This design comes from an exercise in tuning for small area on the open sky130 flow, not from production work.
In this exercise RTL edits were held to simulation tests only and were not proved equivalent to the original.
Power figures rest on the tool's default switching activity, not on a simulated workload.

==> 07-18 <==
==> flow/design.v <==
`timescale 1ns / 1ps
module SR_Control #(
    parameter DATA_WIDTH=170,
    parameter CNT_WIDTH=8
   ) (
    input [DATA_WIDTH-1:0] din,
    input clk,
    input rst,
    input start,
    output reg data_out,
    output reg load_sr,
    output reg clk_sr_en
    );
reg [CNT_WIDTH-1:0] count;
reg post;                                    
wire busy   = (count != 0);
wire last   = (count == DATA_WIDTH);
wire idle   = !busy && !load_sr && !post;
wire run    = (idle && start) || (busy && !last);
always @(posedge clk)
  clk_sr_en <= run && !rst;
always @(posedge clk or posedge rst)
  if (rst) begin
    count    <= 0;
    data_out <= 1'b0;
    load_sr  <= 1'b0;
    post     <= 1'b0;
  end else begin
    count    <= run ? count + 1'b1 : {CNT_WIDTH{1'b0}};
    data_out <= run & din[DATA_WIDTH-1-count];
    load_sr  <= busy && last;
    post     <= load_sr;
  end
endmodule
`timescale 1ns / 1ps
module Receive_Data #(parameter DATA_WIDTH=170,
                      parameter CNT_WIDTH=8
   ) (
    input data_in,
    input clk,
    input rst,
    input start,
    output reg [DATA_WIDTH-1:0] dout,
    output reg valid
    );
reg [CNT_WIDTH-1:0] cnt;
reg dly;                                     
reg [DATA_WIDTH:0] sr;
wire busy = (cnt != 0);
wire last = (cnt == DATA_WIDTH);
always @(posedge clk or posedge rst)
  if (rst) begin
    cnt   <= 0;
    dly   <= 1'b0;
    valid <= 1'b0;
  end else begin
    cnt   <= (dly || (busy && !last)) ? cnt + 1'b1 : {CNT_WIDTH{1'b0}};
    dly   <= !busy && !dly && start;
    valid <= last;
  end
always @(posedge clk)
  sr <= {sr[DATA_WIDTH-1:0], data_in};
always @(posedge clk)
  if (valid)
    dout <= sr[DATA_WIDTH:1];
endmodule
`timescale 1ns / 1ps
module Format_Data #(parameter DATA_WIDTH=170,
                     parameter VALID_WIDTH=32,
                     parameter FIFO_WIDTH=36
   ) (
    input clk,
    input rst,
    input start,
    input [DATA_WIDTH-1:0] data_in,
    input fifo_full,
    input valid,
    output reg fifo_wr_en,
    output [FIFO_WIDTH-1:0] data_out
    );
reg arm;                                     
reg hold;                                    
reg [3:0] k;                                 
reg z;                                       
wire idle = !arm && !fifo_wr_en && !hold;
wire go   = (arm && valid && !fifo_full) ||
            (fifo_wr_en && !fifo_full && k != 0) ||
            (hold && !fifo_full);
wire arm_n  = (idle && start) || (arm && !(valid && !fifo_full));
wire hold_n = (fifo_wr_en || hold) && fifo_full;
always @(posedge clk or posedge rst)
  if (rst) begin
    arm        <= 1'b0;
    fifo_wr_en <= 1'b0;
    hold       <= 1'b0;
  end else begin
    arm        <= arm_n;
    fifo_wr_en <= go;
    hold       <= hold_n;
  end
always @(posedge clk)
  if (arm_n) begin
    k <= 4'd6;
    z <= 1'b0;
  end else if (go) begin
    k <= k - 1'b1;
    z <= z || (k == 0);
  end
localparam NW = (DATA_WIDTH + VALID_WIDTH - 1) / VALID_WIDTH;
wire [NW*VALID_WIDTH-1:0] padded = {{(NW*VALID_WIDTH-DATA_WIDTH){1'b0}}, data_in};
reg [VALID_WIDTH-1:0] word;
integer i;
always @* begin
  word = {VALID_WIDTH{1'b0}};
  for (i = 0; i < NW; i = i + 1)
    if (!z && k == i)
      word = word | padded[i*VALID_WIDTH +: VALID_WIDTH];
end
assign data_out = {{(FIFO_WIDTH-VALID_WIDTH){1'b0}}, word};
endmodule
`timescale 1ns / 1ps
module Top_SR #(parameter WIDTH=170,
                parameter CNT_WIDTH=8,
                parameter VALID_WIDTH=32,
                parameter NUM_WIDTH=4,
                parameter FIFO_WIDTH=36,
                parameter SHIFT_DIRECTION=1,
                parameter READ_TRIG_SRC=0,
                parameter READ_DELAY=1
   ) (
    input clk_in,
    input rst,
    input start,
    input [WIDTH-1:0] din,
    input data_in,
    input fifo_full,
    output clk_sr_en,
    output data_out,
    output load_sr,
    output fifo_wr_en,
    output [FIFO_WIDTH-1:0] fifo_din
    );
wire valid;
wire [WIDTH-1:0] data_receive;
SR_Control #(.DATA_WIDTH(WIDTH), .CNT_WIDTH(CNT_WIDTH))
     sr_control_0(
        .din(din),
        .clk(clk_in),
        .rst(rst),
        .start(start),
        .data_out(data_out),
        .load_sr(load_sr),
        .clk_sr_en(clk_sr_en)
        );
Receive_Data #(.DATA_WIDTH(WIDTH), .CNT_WIDTH(CNT_WIDTH))
     receive_data_0(
        .data_in(data_in),
        .clk(clk_in),
        .rst(rst),
        .start(start),
        .valid(valid),
        .dout(data_receive)
        );
Format_Data #(.DATA_WIDTH(WIDTH), .VALID_WIDTH(VALID_WIDTH), .FIFO_WIDTH(FIFO_WIDTH))
     format_data_inst (
        .clk(clk_in),
        .rst(rst),
        .start(start),
        .data_in(data_receive),
        .fifo_full(fifo_full),
        .valid(valid),
        .fifo_wr_en(fifo_wr_en),
        .data_out(fifo_din)
        );
endmodule
==> flow/run.sh <==
#!/bin/bash
# synth_recipe.tcl (not shown) runs the flow's synth.tcl, then flattens the netlist and writes it again
# the make line also repeats each setting of config.mk as NAME=value (left out here)
make -C /OpenROAD-flow-scripts/flow DESIGN_CONFIG=/design/flow/config.mk WORK_HOME=/design/flow/orfs CLKGATE_MAP_FILE= SYNTH_SCRIPT=/design/flow/synth_recipe.tcl finish
==> flow/config.mk <==
export PLATFORM = sky130hd
export DESIGN_NAME = Top_SR
export DESIGN_NICKNAME = Top_SR
export VERILOG_FILES = /design/flow/design.v
export SDC_FILE = /design/flow/constraint.sdc
export NUM_CORES = 4
export LEC_CHECK = 0
export CAP_MARGIN = 20
export CORE_MARGIN = 2
export CORE_UTILIZATION = 40
export PLACE_DENSITY = 0.6
export SLEW_MARGIN = 20
==> flow/constraint.sdc <==
create_clock -name core_clock -period 10.0 [get_ports {clk_in}]
set_input_delay 2.0000 -clock core_clock [delete_from_list [all_inputs] [get_ports {clk_in}]]
set_output_delay 2.0000 -clock core_clock [all_outputs]
set_load 0.01 [all_outputs]
==> 03-26 (differences from 07-18) <==
==> flow/design.v, changed modules only <==
module SR_Control #(
    parameter DATA_WIDTH=170,
    parameter CNT_WIDTH=8
   ) (
    input [DATA_WIDTH-1:0] din,
    input clk,
    input rst,
    input start,
    output reg data_out,
    output reg load_sr,
    output reg clk_sr_en
    );
reg [CNT_WIDTH-1:0] count;
reg post;                                    
wire busy   = (count != 0);
wire last   = (count == DATA_WIDTH);
wire idle   = !busy && !load_sr && !post;
wire run    = (idle && start) || (busy && !last);
wire [7:0] lo = 8'd1 << count[2:0];
wire [20:0] hi;
wire [20:0] grp;                             
genvar g;
generate for (g = 0; g < 21; g = g + 1) begin : gs
  assign hi[g] = (count[7:3] == g);
  wire [1:0] p;
  SR_Aoi222 a0 (.a1(din[DATA_WIDTH-1-8*g]), .a2(lo[0]), .b1(din[DATA_WIDTH-2-8*g]), .b2(lo[1]),
                .c1(din[DATA_WIDTH-3-8*g]), .c2(lo[2]), .y(p[0]));
  SR_Aoi222 a1 (.a1(din[DATA_WIDTH-4-8*g]), .a2(lo[3]), .b1(din[DATA_WIDTH-5-8*g]), .b2(lo[4]),
                .c1(din[DATA_WIDTH-6-8*g]), .c2(lo[5]), .y(p[1]));
  SR_Tail  a2 (.p0(p[0]), .p1(p[1]), .a1(din[DATA_WIDTH-7-8*g]), .a2(lo[6]), .b1(din[DATA_WIDTH-8-8*g]), .b2(lo[7]),
                .y(grp[g]));
end endgenerate
wire [7:0] part;                             
generate for (g = 0; g < 7; g = g + 1) begin : fs
  SR_Aoi222 f (.a1(grp[3*g]), .a2(hi[3*g]), .b1(grp[3*g+1]), .b2(hi[3*g+1]),
               .c1(grp[3*g+2]), .c2(hi[3*g+2]), .y(part[g]));
end endgenerate
SR_Aoi22 ft (.a1(din[1]), .a2(count == 8'd168), .b1(din[0]), .b2(count == 8'd169), .y(part[7]));
wire sel_bit = !(&part);
always @(posedge clk)
  clk_sr_en <= run && !rst;
always @(posedge clk or posedge rst)
  if (rst) begin
    count    <= 0;
    data_out <= 1'b0;
    load_sr  <= 1'b0;
    post     <= 1'b0;
  end else begin
    count    <= run ? count + 1'b1 : {CNT_WIDTH{1'b0}};
    data_out <= run & sel_bit;
    load_sr  <= busy && last;
    post     <= load_sr;
  end
endmodule
module SR_Aoi222 (
    input a1, a2, b1, b2, c1, c2,
    output y
    );
assign y = !((a1 & a2) | (b1 & b2) | (c1 & c2));
endmodule
module SR_Tail (
    input p0, p1, a1, a2, b1, b2,
    output y
    );
assign y = !(p0 & p1 & !((a1 & a2) | (b1 & b2)));
endmodule
module SR_Aoi22 (
    input a1, a2, b1, b2,
    output y
    );
assign y = !((a1 & a2) | (b1 & b2));
endmodule
module Receive_Data #(parameter DATA_WIDTH=170,
                      parameter TOP_WIDTH=10
   ) (
    input data_in,
    input clk,
    input rst,
    input start,
    output reg [DATA_WIDTH-TOP_WIDTH-1:0] dout,
    output [TOP_WIDTH-1:0] top,
    output reg valid
    );
localparam [7:0] LAST = 8'hB5;
reg [7:0] cnt;
reg dly;                                     
reg [DATA_WIDTH+1:0] sr;
wire busy = (cnt != 0);
wire last = (cnt == LAST);
wire [7:0] cnt_step = {cnt[6:0], ~(cnt[7] ^ cnt[5] ^ cnt[4] ^ cnt[3])};
always @(posedge clk or posedge rst)
  if (rst) begin
    cnt   <= 0;
    dly   <= 1'b0;
    valid <= 1'b0;
  end else begin
    cnt   <= (dly || (busy && !last)) ? cnt_step : 8'd0;
    dly   <= !busy && !dly && start;
    valid <= last;
  end
always @(posedge clk)
  sr <= {sr[DATA_WIDTH:0], data_in};
wire load_n = !valid;
wire [DATA_WIDTH-TOP_WIDTH-1:0] dout_d;
genvar i;
generate for (i = 0; i < DATA_WIDTH-TOP_WIDTH; i = i + 1) begin : h
  RD_Hold m (.s(valid), .sn(load_n), .d1(sr[i+1]), .d0(dout[i]), .y(dout_d[i]));
end endgenerate
always @(posedge clk)
  dout <= dout_d;
assign top = sr[DATA_WIDTH+1:DATA_WIDTH-TOP_WIDTH+2];
endmodule
module RD_Hold (
    input s, sn, d1, d0,
    output y
    );
assign y = (s & d1) | (sn & d0);
endmodule
module Format_Data #(parameter DATA_WIDTH=170,
                     parameter VALID_WIDTH=32,
                     parameter FIFO_WIDTH=36
   ) (
    input clk,
    input rst,
    input start,
    input [DATA_WIDTH-11:0] data_in,         
    input [9:0] top,                         
    input fifo_full,
    input valid,
    output reg fifo_wr_en,
    output [FIFO_WIDTH-1:0] data_out
    );
reg arm;                                     
reg hold;                                    
reg [3:0] k;                                 
reg z;                                       
wire idle = !arm && !fifo_wr_en && !hold;
wire go   = (arm && valid && !fifo_full) ||
            (fifo_wr_en && !fifo_full && k != 0) ||
            (hold && !fifo_full);
wire arm_n  = (idle && start) || (arm && !(valid && !fifo_full));
wire hold_n = (fifo_wr_en || hold) && fifo_full;
always @(posedge clk or posedge rst)
  if (rst) begin
    arm        <= 1'b0;
    fifo_wr_en <= 1'b0;
    hold       <= 1'b0;
  end else begin
    arm        <= arm_n;
    fifo_wr_en <= go;
    hold       <= hold_n;
  end
always @(posedge clk)
  if (arm_n) begin
    k <= 4'd6;
    z <= 1'b0;
  end else if (go) begin
    k <= k - 1'b1;
    z <= z || (k == 0);
  end
wire [5:0] e;
genvar i;
generate for (i = 0; i < 6; i = i + 1) begin : es
  assign e[i] = !z && (k == i);
end endgenerate
wire [VALID_WIDTH-1:0] word;
generate for (i = 0; i < VALID_WIDTH; i = i + 1) begin : ws
  wire p0, p1;
  FD_Aoi222 m0 (.a1(data_in[i]), .a2(e[0]), .b1(data_in[VALID_WIDTH+i]), .b2(e[1]),
                .c1(data_in[2*VALID_WIDTH+i]), .c2(e[2]), .y(p0));
  if (i < 10) begin : t
    FD_Aoi222 m1 (.a1(data_in[3*VALID_WIDTH+i]), .a2(e[3]), .b1(data_in[4*VALID_WIDTH+i]), .b2(e[4]),
                  .c1(top[i]), .c2(e[5]), .y(p1));
    assign word[i] = !(p0 & p1);
  end else begin : n
    FD_Tail m1 (.p(p0), .a1(data_in[3*VALID_WIDTH+i]), .a2(e[3]), .b1(data_in[4*VALID_WIDTH+i]), .b2(e[4]),
                 .y(word[i]));
  end
end endgenerate
assign data_out = {{(FIFO_WIDTH-VALID_WIDTH){1'b0}}, word};
endmodule
module FD_Aoi222 (
    input a1, a2, b1, b2, c1, c2,
    output y
    );
assign y = !((a1 & a2) | (b1 & b2) | (c1 & c2));
endmodule
module FD_Tail (
    input p, a1, a2, b1, b2,
    output y
    );
assign y = !(p & !((a1 & a2) | (b1 & b2)));
endmodule
module FD_Aoi22 (
    input a1, a2, b1, b2,
    output y
    );
assign y = !((a1 & a2) | (b1 & b2));
endmodule
module Top_SR #(parameter WIDTH=170,
                parameter CNT_WIDTH=8,
                parameter VALID_WIDTH=32,
                parameter NUM_WIDTH=4,
                parameter FIFO_WIDTH=36,
                parameter SHIFT_DIRECTION=1,
                parameter READ_TRIG_SRC=0,
                parameter READ_DELAY=1
   ) (
    input clk_in,
    input rst,
    input start,
    input [WIDTH-1:0] din,
    input data_in,
    input fifo_full,
    output clk_sr_en,
    output data_out,
    output load_sr,
    output fifo_wr_en,
    output [FIFO_WIDTH-1:0] fifo_din
    );
wire valid;
wire [WIDTH-11:0] data_receive;
wire [9:0] data_top;
SR_Control #(.DATA_WIDTH(WIDTH), .CNT_WIDTH(CNT_WIDTH))
     sr_control_0(
        .din(din),
        .clk(clk_in),
        .rst(rst),
        .start(start),
        .data_out(data_out),
        .load_sr(load_sr),
        .clk_sr_en(clk_sr_en)
        );
Receive_Data #(.DATA_WIDTH(WIDTH))
     receive_data_0(
        .data_in(data_in),
        .clk(clk_in),
        .rst(rst),
        .start(start),
        .valid(valid),
        .dout(data_receive),
        .top(data_top)
        );
Format_Data #(.DATA_WIDTH(WIDTH), .VALID_WIDTH(VALID_WIDTH), .FIFO_WIDTH(FIFO_WIDTH))
     format_data_inst (
        .clk(clk_in),
        .rst(rst),
        .start(start),
        .data_in(data_receive),
        .top(data_top),
        .fifo_full(fifo_full),
        .valid(valid),
        .fifo_wr_en(fifo_wr_en),
        .data_out(fifo_din)
        );
endmodule
==> flow/flow/run.sh (new file) <==
#!/bin/bash
# The standard layout (the standard.sh, all steps), except that the
# port buffers that global placement inserts are buf_1 cells rather than
# the buffer OpenROAD picks by default.
set -euo pipefail
cd "$(dirname "$0")/.."
export BUFFER_PORTS_ARGS="-buffer_cell sky130_fd_sc_hd__buf_1"
bash standard.sh finish > standard.log 2>&1
==> flow/standard.sh (new file) <==
#!/bin/bash
# synth_recipe.tcl (not shown) runs the flow's synth.tcl, then flattens the netlist and writes it again
# the make line also repeats each setting of config.mk as NAME=value (left out here)
make -C /OpenROAD-flow-scripts/flow DESIGN_CONFIG=/design/flow/config.mk WORK_HOME=/design/flow/orfs CLKGATE_MAP_FILE= SYNTH_SCRIPT=/design/flow/synth_recipe.tcl "${@:-finish}"
--- a/flow/config.mk
+++ b/flow/config.mk
@@ -9,4 +9,9 @@
 export CORE_MARGIN = 2
-export CORE_UTILIZATION = 40
-export PLACE_DENSITY = 0.6
+export CORE_UTILIZATION = 50
+export CTS_BUF_LIST = sky130_fd_sc_hd__clkbuf_8
+export CTS_CLUSTER_DIAMETER = 40
+export CTS_CLUSTER_SIZE = 16
+export PLACE_DENSITY = 0.65
 export SLEW_MARGIN = 20
+export SYNTH_HIERARCHICAL = 1
+export SYNTH_MINIMUM_KEEP_SIZE = 0
removed: flow/run.sh
==> flow_summary_export.csv <==
group,metric,value,unit
grt,grt_util_all_layers,23.1,%
clock_tree,clock_sinks,362,
synthesis,synth.top_cell.area_share,59.7,%
pwr,p_int,0.00220,W
sta,fin_crit,5.03,ns
synthesis,synth_area,11300,sq um
hold_path,min_from,"receive_data_0.sr[161]",
status,run_status,"complete, no violations",
synthesis,ys_warn_count,9,
setup_path,crit_fanout,17,
final_layout,multi_input_area,3790,sq um
final_layout,drive_above_1_share,7.84,%
pwr,sequentialPower,0.00163,W
detailed_routing,first_pass_iters,14,
final_layout,largest_register_ffs,172,
sta,worst_pin_slew,1.07,ns
final_layout,fin_cells,1420,
final_layout,register_area,7370,sq um
placed_design,gp_congestion,0.937,
final_layout,nMultiInputCombCells,478,
clock_tree,cts_root_buffer,"clkbuf_8",
[end of results for 03-26]
==> flow_summary_export.csv <==
group,metric,value,unit
status,run_status,"complete, no violations",
grt,grt_util_all_layers,16.6,%
final_layout,fin_cells,1424,
final_layout,largest_register_ffs,171,
sta,worst_pin_slew,0.968,ns
final_layout,multi_input_area,2960,sq um
pwr,sequentialPower,0.00166,W
pwr,p_int,0.00280,W
final_layout,drive_above_1_share,11.5,%
synthesis,ys_warn_count,3,
final_layout,nMultiInputCombCells,359,
setup_path,crit_fanout,32,
placed_design,gp_congestion,0.903,
final_layout,register_area,9250,sq um
clock_tree,cts_root_buffer,"clkbuf_16",
synthesis,synth.top_cell.area_share,41.0,%
clock_tree,clock_sinks,371,
[end of results for 07-18]

[static timing again, ports no longer ideal]
Ports are ideal in the flow. The routed layouts listed here were re-timed in OpenROAD.
Step 1 sets driving cells, clkbuf_16 on the clock port and buf_2 on the other inputs (assumed; they add their load-dependent delay and slew).
Step 2, shift: input delay + t, output delay - t, t = (earliest + latest rising clock arrival at the registers) / 2. This alone moves slack from input paths to output paths.
Three values: no drivers, after step 1, after step 2; two values: the first two.
run | t, ns | setup slack, ns | cell pins on the clock port's net
07-18 | 0.561 | 5.300 / 5.252 / 5.814 | 1
03-26 | 0.565 | 4.966 / 4.925 / 5.489 | 1
After both steps setup and hold are still met in every run listed.
